From an optimization exercise on the open Yosys and OpenROAD flow, aimed at small area; shortcuts taken in it are not production practice.
Function was checked by simulation only, so behaviour that the tests miss may differ from the original.
The clock port is modelled as an ideal driver, which makes a skipped or thinned clock tree look cheaper than it is; a real chip needs a root buffer or a tree.
Power figures rest on the tool's default switching activity, not on a simulated workload.

Design AppAlarmClockForFPGA, start of the top module:
module AppAlarmClockForFPGA (
	clk,
	pushBtn,
	switches,
	led,
	buzzer,
	ps,
	seg0, seg1,
	seg2, seg3,
	seg4, seg5
);
input [9:0] switches;
input [1:0] pushBtn;
input clk;
output [9:0] led;
output reg buzzer;
output [3:0] ps;
output [7:0] seg0;
output [7:0] seg1;
output [7:0] seg2;
output [7:0] seg3;
output [6:0] seg4;
output [7:0] seg5;
localparam [3:0] O0 = 4'b0000;
localparam [3:0] O2 = 4'b0010;
function [3:0] bcd_inc(input [3:0] d);
	bcd_inc = {((d[0] & d[1] & d[2]) | (~d[0] & d[3])), ((~d[0] & d[2]) | (d[0] & d[1] & ~d[2]) | (~d[1] & d[2])), ((~d[0] & d[1]) | (d[0] & ~d[1] & ~d[3])), ((~d[0]))};
endfunction
function [3:0] bcd_dec(input [3:0] d);
	bcd_dec = {((d[0] & d[3]) | (~d[0] & ~d[1] & ~d[2] & ~d[3])), ((d[0] & d[2]) | (~d[0] & d[3]) | (d[1] & d[2])), ((~d[0] & ~d[1] & d[2]) | (~d[0] & d[3]) | (d[0] & d[1])), ((~d[0]))};
endfunction
function [6:0] seg_bcd(input [3:0] d);
	seg_bcd = {((~d[1] & ~d[2] & ~d[3]) | (d[0] & d[1] & d[2])), ((d[1] & ~d[2]) | (d[0] & ~d[2] & ~d[3]) | (d[0] & d[1])), ((~d[1] & d[2]) | (d[0])), ((~d[0] & ~d[1] & d[2]) | (d[0] & ~d[1] & ~d[2] & ~d[3]) | (d[0] & d[1] & d[2])), ((~d[0] & d[1] & ~d[2])), ((~d[0] & d[1] & d[2]) | (d[0] & ~d[1] & d[2])), ((d[0] & ~d[1] & ~d[2] & ~d[3]) | (~d[0] & ~d[1] & d[2]))};
endfunction
function [0:0] o_is9(input [3:0] d);
	o_is9 = ((d[0] & d[3]));
endfunction
function [0:0] o_is0(input [3:0] d);
	o_is0 = ((~d[0] & ~d[1] & ~d[2] & ~d[3]));
endfunction
function o_is3h(input [3:0] d);
	o_is3h = ((d[0] & d[1]));
endfunction
function [6:0] seg_h1(input [3:0] d);
  ...
==> flow/config.mk <==
export PLATFORM = sky130hd
export DESIGN_NAME = AppAlarmClockForFPGA
export DESIGN_NICKNAME = AppAlarmClockForFPGA
export VERILOG_FILES = /design/flow/design.v
export SDC_FILE = /design/flow/constraint.sdc
export NUM_CORES = 4
export LEC_CHECK = 0
export CAP_MARGIN = 20
export CORE_MARGIN = 2
export CORE_UTILIZATION = 60
export SLEW_MARGIN = 20
==> flow/constraint.sdc <==
create_clock -name core_clock -period 10.0 [get_ports {clk}]
set_input_delay 2.0000 -clock core_clock [delete_from_list [all_inputs] [get_ports {clk}]]
set_output_delay 2.0000 -clock core_clock [all_outputs]
set_load 0.01 [all_outputs]
standard.sh (not shown) runs the stock make flow with config.mk's settings and CLKGATE_MAP_FILE= SYNTH_SCRIPT=/design/flow/synth_recipe.tcl, a recipe that flattens the netlist after the stock synthesis.
==> flow/flow/run.sh <==
#!/bin/bash
# Layout flow: the standard ORFS flow with three changes
#  - synthesis maps the logic with an area-oriented ABC script (flow/abc_area.script)
#    and without the adder-cell extraction; registers are mapped exactly as in the
#    standard synthesis, which runs first and whose netlist is compared register by register
#  - port buffers are the smallest buffer (buf_1)
#  - CTS with clkbuf_8 buffers and without dummy loads
# Each tool's output goes to a log file in the work folder.
set -euo pipefail
WORK=$(pwd)

# standard synthesis, kept for reference (register names and cells)
bash standard.sh SCRIPTS_DIR=$FLOW_HOME/scripts synth > std_synth.log 2>&1
mkdir -p std
cp orfs/results/$FLOW_PLATFORM/AppAlarmClockForFPGA/base/1_2_yosys.v std/1_2_yosys.v
rm -rf orfs

# ORFS scripts with the area ABC script
rm -rf orfs_scripts
cp -r "$FLOW_HOME/scripts" orfs_scripts
cp flow/abc_area.script orfs_scripts/abc_area.script

bash standard.sh SCRIPTS_DIR=$WORK/orfs_scripts ABC_AREA=1 ADDER_MAP_FILE= synth > synth.log 2>&1

python3 flow/regs.py std/1_2_yosys.v orfs/results/$FLOW_PLATFORM/AppAlarmClockForFPGA/base/1_2_yosys.v > regs_check.log 2>&1

export BUFFER_PORTS_ARGS="-buffer_cell sky130_fd_sc_hd__buf_1"
export CTS_ARGS="-sink_clustering_enable -repair_clock_nets -dont_use_dummy_load -buf_list sky130_fd_sc_hd__clkbuf_8 -root_buf sky130_fd_sc_hd__clkbuf_8"
bash standard.sh > layout.log 2>&1
==> flow/flow/abc_area.script <==
strash
&get -n
&deepsyn -I 10 -J 50
&put
dch -f
amap
==> flow/flow/regs.py <==
# Compare the flip-flops (instance name -> cell type) of two Yosys netlists; exit 1 on a difference.
import re, sys

def regs(path):
    text = open(path).read()
    out = {}
    for m in re.finditer(r'^\s*(sky130_fd_sc_hd__(?:s?e?df|dl[xr])\w*)\s+(\S+)\s*\(', text, re.M):
        out[m.group(2)] = re.sub(r'_\d+$', '', m.group(1))
    return out

a, b = regs(sys.argv[1]), regs(sys.argv[2])
print(f"standard: {len(a)} registers, this flow: {len(b)} registers")
bad = 0
for k in sorted(set(a) | set(b)):
    if a.get(k) != b.get(k):
        print(f"differs: {k}: {a.get(k)} vs {b.get(k)}")
        bad += 1
print("registers match" if bad == 0 else f"{bad} differences")
sys.exit(1 if bad else 0)
The first run went through all stages and came out clean.
==> next run, changes <==
==> flow/flow/abc_area.script (replaced) <==
strash
&get -n
&deepsyn -I 10 -J 50
&put
amap
Result:
- The changed run completed with no timing, DRC or antenna violations
- fmax decreases by 9.2%
- routed wire length increases by 2.8%
- via count increases by 1.3%

---

== v6 ==
AppAlarmClockForFPGA again, from the RTL that the note above started with.
clock: 10.0 ns
lec_check: 0
cap_margin: 20
core_margin: 2
core_utilization: 60
slew_margin: 20
==> flow/flow/run.sh <==
#!/bin/bash
# Layout flow: the standard ORFS flow with these changes
#  - synthesis: ORFS's synthesis script run with each area-oriented ABC script in
#    flow/abc_*.script (and without the adder-cell extraction); the netlist with the
#    smallest cell area is kept. Registers are mapped before ABC, exactly as in the
#    standard synthesis, which runs first and whose netlist is compared register by register.
#  - port buffers are the smallest buffer (buf_1)
#  - global placement keeps none of its timing-driven buffering (GPL_KEEP_OVERFLOW=0)
#  - CTS with clkbuf_8 buffers and without dummy loads; a leaf buffer whose flip-flop
#    clock pins would see more than 110 ps of slew becomes a clkbuf_16 (flow/clock_fix.tcl)
# Each tool's output goes to a log file in the work folder.
set -euo pipefail
WORK=$(pwd)
RES=results/$FLOW_PLATFORM/AppAlarmClockForFPGA/base

# standard synthesis, kept for reference (register names and cells)
bash standard.sh SCRIPTS_DIR=$FLOW_HOME/scripts synth > std_synth.log 2>&1
mkdir -p std
cp orfs/$RES/1_2_yosys.v std/1_2_yosys.v
rm -rf orfs

# synthesis candidates, in parallel
for s in flow/abc_*.script; do
  n=$(basename $s .script)
  rm -rf scripts_$n orfs_$n
  cp -r "$FLOW_HOME/scripts" scripts_$n
  cp $s scripts_$n/abc_area.script
  bash standard.sh SCRIPTS_DIR=$WORK/scripts_$n WORK_HOME=$WORK/orfs_$n ABC_AREA=1 ADDER_MAP_FILE= synth > synth_$n.log 2>&1 &
done
wait
best=$(python3 flow/pick.py orfs_abc_* 2> pick.log)
echo "picked $best" >> pick.log
mv orfs_$best orfs

python3 flow/regs.py std/1_2_yosys.v orfs/$RES/1_2_yosys.v > regs_check.log 2>&1

export BUFFER_PORTS_ARGS="-buffer_cell sky130_fd_sc_hd__buf_1"
export GPL_KEEP_OVERFLOW=0
export POST_CTS_TCL=$WORK/flow/clock_fix.tcl
export CTS_ARGS="-sink_clustering_enable -repair_clock_nets -dont_use_dummy_load -buf_list sky130_fd_sc_hd__clkbuf_8 -root_buf sky130_fd_sc_hd__clkbuf_8"
bash standard.sh > layout.log 2>&1
==> flow/flow/clock_fix.tcl <==
estimate_parasitics -placement
set m16 [[ord::get_db] findMaster sky130_fd_sc_hd__clkbuf_16]
set changed 0
foreach inst [[ord::get_db_block] getInsts] {
  if { [[$inst getMaster] getName] ne "sky130_fd_sc_hd__clkbuf_8" } { continue }
  set onet [[$inst findITerm X] getNet]
  if { $onet eq "NULL" } { continue }
  set worst 0
  foreach it [$onet getITerms] {
    if { ![$it isInputSignal] } { continue }
    if { ![string match "sky130_fd_sc_hd__df*" [[[$it getInst] getMaster] getName]] } { continue }
    set p [get_pins -quiet "[[$it getInst] getName]/[[$it getMTerm] getName]"]
    if { [llength $p] != 1 } { continue }
    set s [get_property $p slew_max]
    if { $s > $worst } { set worst $s }
  }
  if { $worst > 0.110 } {
    $inst swapMaster $m16
    incr changed
    puts "clock_fix: [$inst getName] -> clkbuf_16 (clock pin slew $worst ns)"
  }
}
if { $changed } {
  detailed_placement
  check_placement -verbose
  estimate_parasitics -placement
}
Scripts as last shown in full above: flow/flow/regs.py
Other scripts of this flow, unchanged in this note and not shown: flow/flow/abc_a.script, flow/flow/abc_b.script, flow/flow/abc_c.script, flow/flow/abc_d.script, flow/flow/pick.py
Input-level comparison between v7 and v6:
--- a/flow/flow/run.sh
+++ b/flow/flow/run.sh
@@ -7,6 +7,5 @@
 #  - port buffers are the smallest buffer (buf_1)
 #  - global placement keeps none of its timing-driven buffering (GPL_KEEP_OVERFLOW=0)
-#  - CTS with clkbuf_8 buffers and without dummy loads; a leaf buffer whose flip-flop
-#    clock pins would see more than 110 ps of slew becomes a clkbuf_16 (flow/clock_fix.tcl)
+#  - CTS with clkbuf_8 buffers and without dummy loads
 # Each tool's output goes to a log file in the work folder.
 set -euo pipefail
@@ -37,5 +36,4 @@
 export BUFFER_PORTS_ARGS="-buffer_cell sky130_fd_sc_hd__buf_1"
 export GPL_KEEP_OVERFLOW=0
-export POST_CTS_TCL=$WORK/flow/clock_fix.tcl
 export CTS_ARGS="-sink_clustering_enable -repair_clock_nets -dont_use_dummy_load -buf_list sky130_fd_sc_hd__clkbuf_8 -root_buf sky130_fd_sc_hd__clkbuf_8"
 bash standard.sh > layout.log 2>&1
removed: flow/flow/clock_fix.tcl
Findings:
Compared with v6, v7 has less setup slack. Re time the final worst path needs with I/O delays and setup: v7 is 0.084 ns up on v6. For floorplan die area, v6 and v7 come out practically identical. Re worst-path maximum fanout: no difference whatsoever between v6 and v7. The via count reported for v7 is lower than the one for v6. On maximum achievable frequency, v7 does worse than v6. Routed wire in v7 totals less than in v6. Compared with v6, v7 shows a higher delay of the slowest cell on the worst path. Compared v7 against v6; post-layout instance area within noise.

---

AppAlarmClockForFPGA, a different RTL version from the one above (not shown whole).
For scale: roughly 620 cells after synthesis, ~100 flip-flops, ~75 I/O pins, ~4700 um^2 of cells after synthesis.
==> flow/config.mk <==
export PLATFORM = sky130hd
export DESIGN_NAME = AppAlarmClockForFPGA
export DESIGN_NICKNAME = AppAlarmClockForFPGA
export VERILOG_FILES = /design/flow/design.v
export SDC_FILE = /design/flow/constraint.sdc
export NUM_CORES = 4
export LEC_CHECK = 0
export CAP_MARGIN = 20
export CORE_MARGIN = 2
export CORE_UTILIZATION = 60
export SLEW_MARGIN = 20
==> flow/constraint.sdc <==
create_clock -name core_clock -period 10.0 [get_ports {clk}]
set_input_delay 2.0000 -clock core_clock [delete_from_list [all_inputs] [get_ports {clk}]]
set_output_delay 2.0000 -clock core_clock [all_outputs]
set_load 0.01 [all_outputs]
==> flow/flow/run.sh <==
#!/bin/bash
# Layout flow: the standard ORFS flow with these changes
#  - synthesis: ORFS's synthesis script run with each area-oriented ABC script in
#    flow/abc_*.script (and without the adder-cell extraction); the netlist with the
#    smallest cell area is kept. Registers are mapped before ABC, exactly as in the
#    standard synthesis, which runs first and whose netlist is compared register by register.
#  - port buffers are the smallest buffer (buf_1)
#  - tie cells are not split per load (SKIP_REPAIR_TIE_FANOUT=1)
#  - global placement keeps none of its timing-driven buffering (GPL_KEEP_OVERFLOW=0)
#  - clock tree: the clock port drives 4 clkbuf_16 buffers, each at the centre of a group of
#    flip-flops (flow/clock_tree.tcl); if that would give a flip-flop clock pin more than
#    115 ps of slew, TritonCTS runs instead, with clkbuf_8 buffers and without dummy loads,
#    and a leaf buffer whose flip-flop clock pins would see more than 110 ps of slew becomes
#    a clkbuf_16 (flow/clock_fix.tcl)
# Each tool's output goes to a log file in the work folder.
set -euo pipefail
WORK=$(pwd)
RES=results/$FLOW_PLATFORM/AppAlarmClockForFPGA/base

# standard synthesis, kept for reference (register names and cells)
bash standard.sh SCRIPTS_DIR=$FLOW_HOME/scripts synth > std_synth.log 2>&1
mkdir -p std
cp orfs/$RES/1_2_yosys.v std/1_2_yosys.v
rm -rf orfs

# synthesis candidates, in parallel
for s in flow/abc_*.script; do
  n=$(basename $s .script)
  rm -rf scripts_$n orfs_$n
  cp -r "$FLOW_HOME/scripts" scripts_$n
  cp $s scripts_$n/abc_area.script
  bash standard.sh SCRIPTS_DIR=$WORK/scripts_$n WORK_HOME=$WORK/orfs_$n ABC_AREA=1 ADDER_MAP_FILE= synth > synth_$n.log 2>&1 &
done
wait
best=$(python3 flow/pick.py orfs_abc_* 2> pick.log)
echo "picked $best" >> pick.log
mv orfs_$best orfs

python3 flow/regs.py std/1_2_yosys.v orfs/$RES/1_2_yosys.v > regs_check.log 2>&1

export BUFFER_PORTS_ARGS="-buffer_cell sky130_fd_sc_hd__buf_1"
export GPL_KEEP_OVERFLOW=0
export POST_CTS_TCL=$WORK/flow/clock_fix.tcl
export PRE_CTS_TCL=$WORK/flow/clock_tree.tcl
export CLK_LEAVES=4
export SKIP_REPAIR_TIE_FANOUT=1
export CTS_ARGS="-sink_clustering_enable -repair_clock_nets -dont_use_dummy_load -buf_list sky130_fd_sc_hd__clkbuf_8 -root_buf sky130_fd_sc_hd__clkbuf_8"
bash standard.sh > layout.log 2>&1
Scripts as last shown in full above: flow/flow/regs.py
Other scripts of this flow, unchanged in this note and not shown: flow/flow/abc_a.script, flow/flow/abc_b.script, flow/flow/abc_c.script, flow/flow/abc_d.script, flow/flow/clock_fix.tcl, flow/flow/clock_tree.tcl, flow/flow/pick.py
Edit:
--- a/flow/flow/run.sh
+++ b/flow/flow/run.sh
@@ -8 +7,0 @@
-#  - tie cells are not split per load (SKIP_REPAIR_TIE_FANOUT=1)
@@ -46 +44,0 @@
-export SKIP_REPAIR_TIE_FANOUT=1
What happened: Die area does not change; sequential power hardly moves; cell area rises by 0.52%; setup slack loses 0.0063 ns; worst hold slack improved by 0.0085 ns; clock power is about the same; clock skew stays flat; power hardly moves; synthesized area does not change; routed wire length fell by 2.2%.
No run of this note takes its clock network from TritonCTS; it comes from the design's own scripts or RTL.

---

## old
RTL: one of the versions met above, not the one the previous note started from.
For scale: ~100 flip-flops, about 75 I/O pins, roughly 4700 um2 of cells after synthesis.
## AppAlarmClockForFPGA
module AppAlarmClockForFPGA (
	clk,
	pushBtn,
	switches,
	led,
	buzzer,
	ps,
	seg0, seg1,
	seg2, seg3,
	seg4, seg5
);
==> flow/config.mk <==
export PLATFORM = sky130hd
export DESIGN_NAME = AppAlarmClockForFPGA
export DESIGN_NICKNAME = AppAlarmClockForFPGA
export VERILOG_FILES = /design/flow/design.v
export SDC_FILE = /design/flow/constraint.sdc
export NUM_CORES = 4
export LEC_CHECK = 0
export CAP_MARGIN = 20
export CORE_MARGIN = 2
export CORE_UTILIZATION = 60
export SLEW_MARGIN = 20
==> flow/constraint.sdc <==
create_clock -name core_clock -period 10.0 [get_ports {clk}]
set_input_delay 2.0000 -clock core_clock [delete_from_list [all_inputs] [get_ports {clk}]]
set_output_delay 2.0000 -clock core_clock [all_outputs]
set_load 0.01 [all_outputs]
==> flow/flow/run.sh <==
#!/bin/bash
# Layout flow: the standard ORFS flow with these changes
#  - synthesis: ORFS's synthesis script run with each area-oriented ABC script in
#    flow/abc_*.script (and without the adder-cell extraction); the netlist with the
#    smallest cell area is kept. Registers are mapped before ABC, exactly as in the
#    standard synthesis, which runs first and whose netlist is compared register by register.
#  - port buffers are the smallest buffer (buf_1)
#  - tie cells are not split per load (SKIP_REPAIR_TIE_FANOUT=1)
#  - global placement keeps none of its timing-driven buffering (GPL_KEEP_OVERFLOW=0)
#  - clock tree: the clock port drives 4 clkbuf_16 buffers, each at the centre of a group of
#    flip-flops (flow/clock_tree.tcl); if that would give a flip-flop clock pin more than
#    115 ps of slew, TritonCTS runs instead, with clkbuf_8 buffers and without dummy loads,
#    and a leaf buffer whose flip-flop clock pins would see more than 110 ps of slew becomes
#    a clkbuf_16 (flow/clock_fix.tcl)
# Each tool's output goes to a log file in the work folder.
set -euo pipefail
WORK=$(pwd)
RES=results/$FLOW_PLATFORM/AppAlarmClockForFPGA/base

# standard synthesis, kept for reference (register names and cells)
bash standard.sh SCRIPTS_DIR=$FLOW_HOME/scripts synth > std_synth.log 2>&1
mkdir -p std
cp orfs/$RES/1_2_yosys.v std/1_2_yosys.v
rm -rf orfs

# synthesis candidates, in parallel
for s in flow/abc_*.script; do
  n=$(basename $s .script)
  rm -rf scripts_$n orfs_$n
  cp -r "$FLOW_HOME/scripts" scripts_$n
  cp $s scripts_$n/abc_area.script
  bash standard.sh SCRIPTS_DIR=$WORK/scripts_$n WORK_HOME=$WORK/orfs_$n ABC_AREA=1 ADDER_MAP_FILE= synth > synth_$n.log 2>&1 &
done
wait
best=$(python3 flow/pick.py orfs_abc_* 2> pick.log)
echo "picked $best" >> pick.log
mv orfs_$best orfs

python3 flow/regs.py std/1_2_yosys.v orfs/$RES/1_2_yosys.v > regs_check.log 2>&1

export BUFFER_PORTS_ARGS="-buffer_cell sky130_fd_sc_hd__buf_1"
export GPL_KEEP_OVERFLOW=0
export POST_CTS_TCL=$WORK/flow/clock_fix.tcl
export PRE_CTS_TCL=$WORK/flow/clock_tree.tcl
export CLK_LEAVES=4
export SKIP_REPAIR_TIE_FANOUT=1
export CTS_ARGS="-sink_clustering_enable -repair_clock_nets -dont_use_dummy_load -buf_list sky130_fd_sc_hd__clkbuf_8 -root_buf sky130_fd_sc_hd__clkbuf_8"
bash standard.sh > layout.log 2>&1
Scripts as last shown in full above: flow/flow/regs.py
Other scripts of this flow, unchanged in this note and not shown: flow/flow/abc_a.script, flow/flow/abc_b.script, flow/flow/abc_c.script, flow/flow/abc_d.script, flow/flow/clock_fix.tcl, flow/flow/clock_tree.tcl, flow/flow/pick.py
In summary, old completed successfully, with a layout that passed the timing, DRC and antenna checks.
--- input diff old..new ---
diff --git a/flow/flow/run.sh b/flow/flow/run.sh
--- a/flow/flow/run.sh
+++ b/flow/flow/run.sh
@@ -7,3 +7,2 @@
 #  - port buffers are the smallest buffer (buf_1)
-#  - tie cells are not split per load (SKIP_REPAIR_TIE_FANOUT=1)
 #  - global placement keeps none of its timing-driven buffering (GPL_KEEP_OVERFLOW=0)
@@ -45,3 +44,2 @@
 export CLK_LEAVES=4
-export SKIP_REPAIR_TIE_FANOUT=1
 export CTS_ARGS="-sink_clustering_enable -repair_clock_nets -dont_use_dummy_load -buf_list sky130_fd_sc_hd__clkbuf_8 -root_buf sky130_fd_sc_hd__clkbuf_8"
Findings:
Every stage of the flow completed for new, and the final layout passed the timing, DRC and antenna checks.
Min routed wire length across old and new: new
Compared with old, new shows a higher smallest hold slack.
Design area essentially unchanged between old and new.
new vs. old: final critical delay including setup and external delays dropped 0.20 ns, worst setup slack before clock tree synthesis increased 0.099 ns, part of the total power dissipated in the clock network decreased by 3.0 points relative to the old numbers.
old and new ended up with nearly the same final instance count without filler cells.
Diff old..new | number of standard cells after synthesis | unchanged
Diff old -> new: first-pass GRT wire length lower; fraction of synthesis flops using an asynchronous set or reset pin saw little to no change.
The clock cells of new come from the design's own scripts or RTL, not from TritonCTS.

-- port drivers added, routing unchanged --
No port has a modelled driver above. Below, the same layouts with a new extraction and two added sets of constraints. Step 1: set_driving_cell puts a clkbuf_16 on clk and a buf_2 on each other input, an assumption about the parent block. Step 2 times the ports against the registers' clock, not the clock port: input delays grow and output delays shrink by t, the midpoint of the rising clock arrivals with the driver on. Slacks: no drivers / after step 1 / after step 2; pairs: no drivers / after step 1.
run | t (ns) | slack for setup (ns) | worst setup path at the end | worst data-port slew with drivers (ns)
the first run of note 1 | 0.382 | 4.497 / 4.465 / 4.805 | input to register | 0.03
the second run of note 1 | 0.395 | 3.940 / 3.901 / 4.296 | register to output | 0.03
v6 | 0.388 | 4.373 / 4.339 / 4.727 | register to output | 0.03
v7 | 0.392 | 4.289 / 4.256 / 4.648 | register to output | 0.03
the first run of note 3 | 0.245 | 4.534 / 4.451 / 4.560 | input to register | 0.03
the second run of note 3 | 0.238 | 4.528 / 4.449 / 4.492 | input to register | 0.03
old | 0.386 | 4.293 / 4.257 / 4.560 | input to register | 0.04
new | 0.238 | 4.489 / 4.409 / 4.647 | register to output | 0.03
After both steps setup and hold are still met in every run listed. The setup slack of the second run of note 3, which loses most, moves by -0.079 ns with the drivers and by -0.036 ns with both steps.
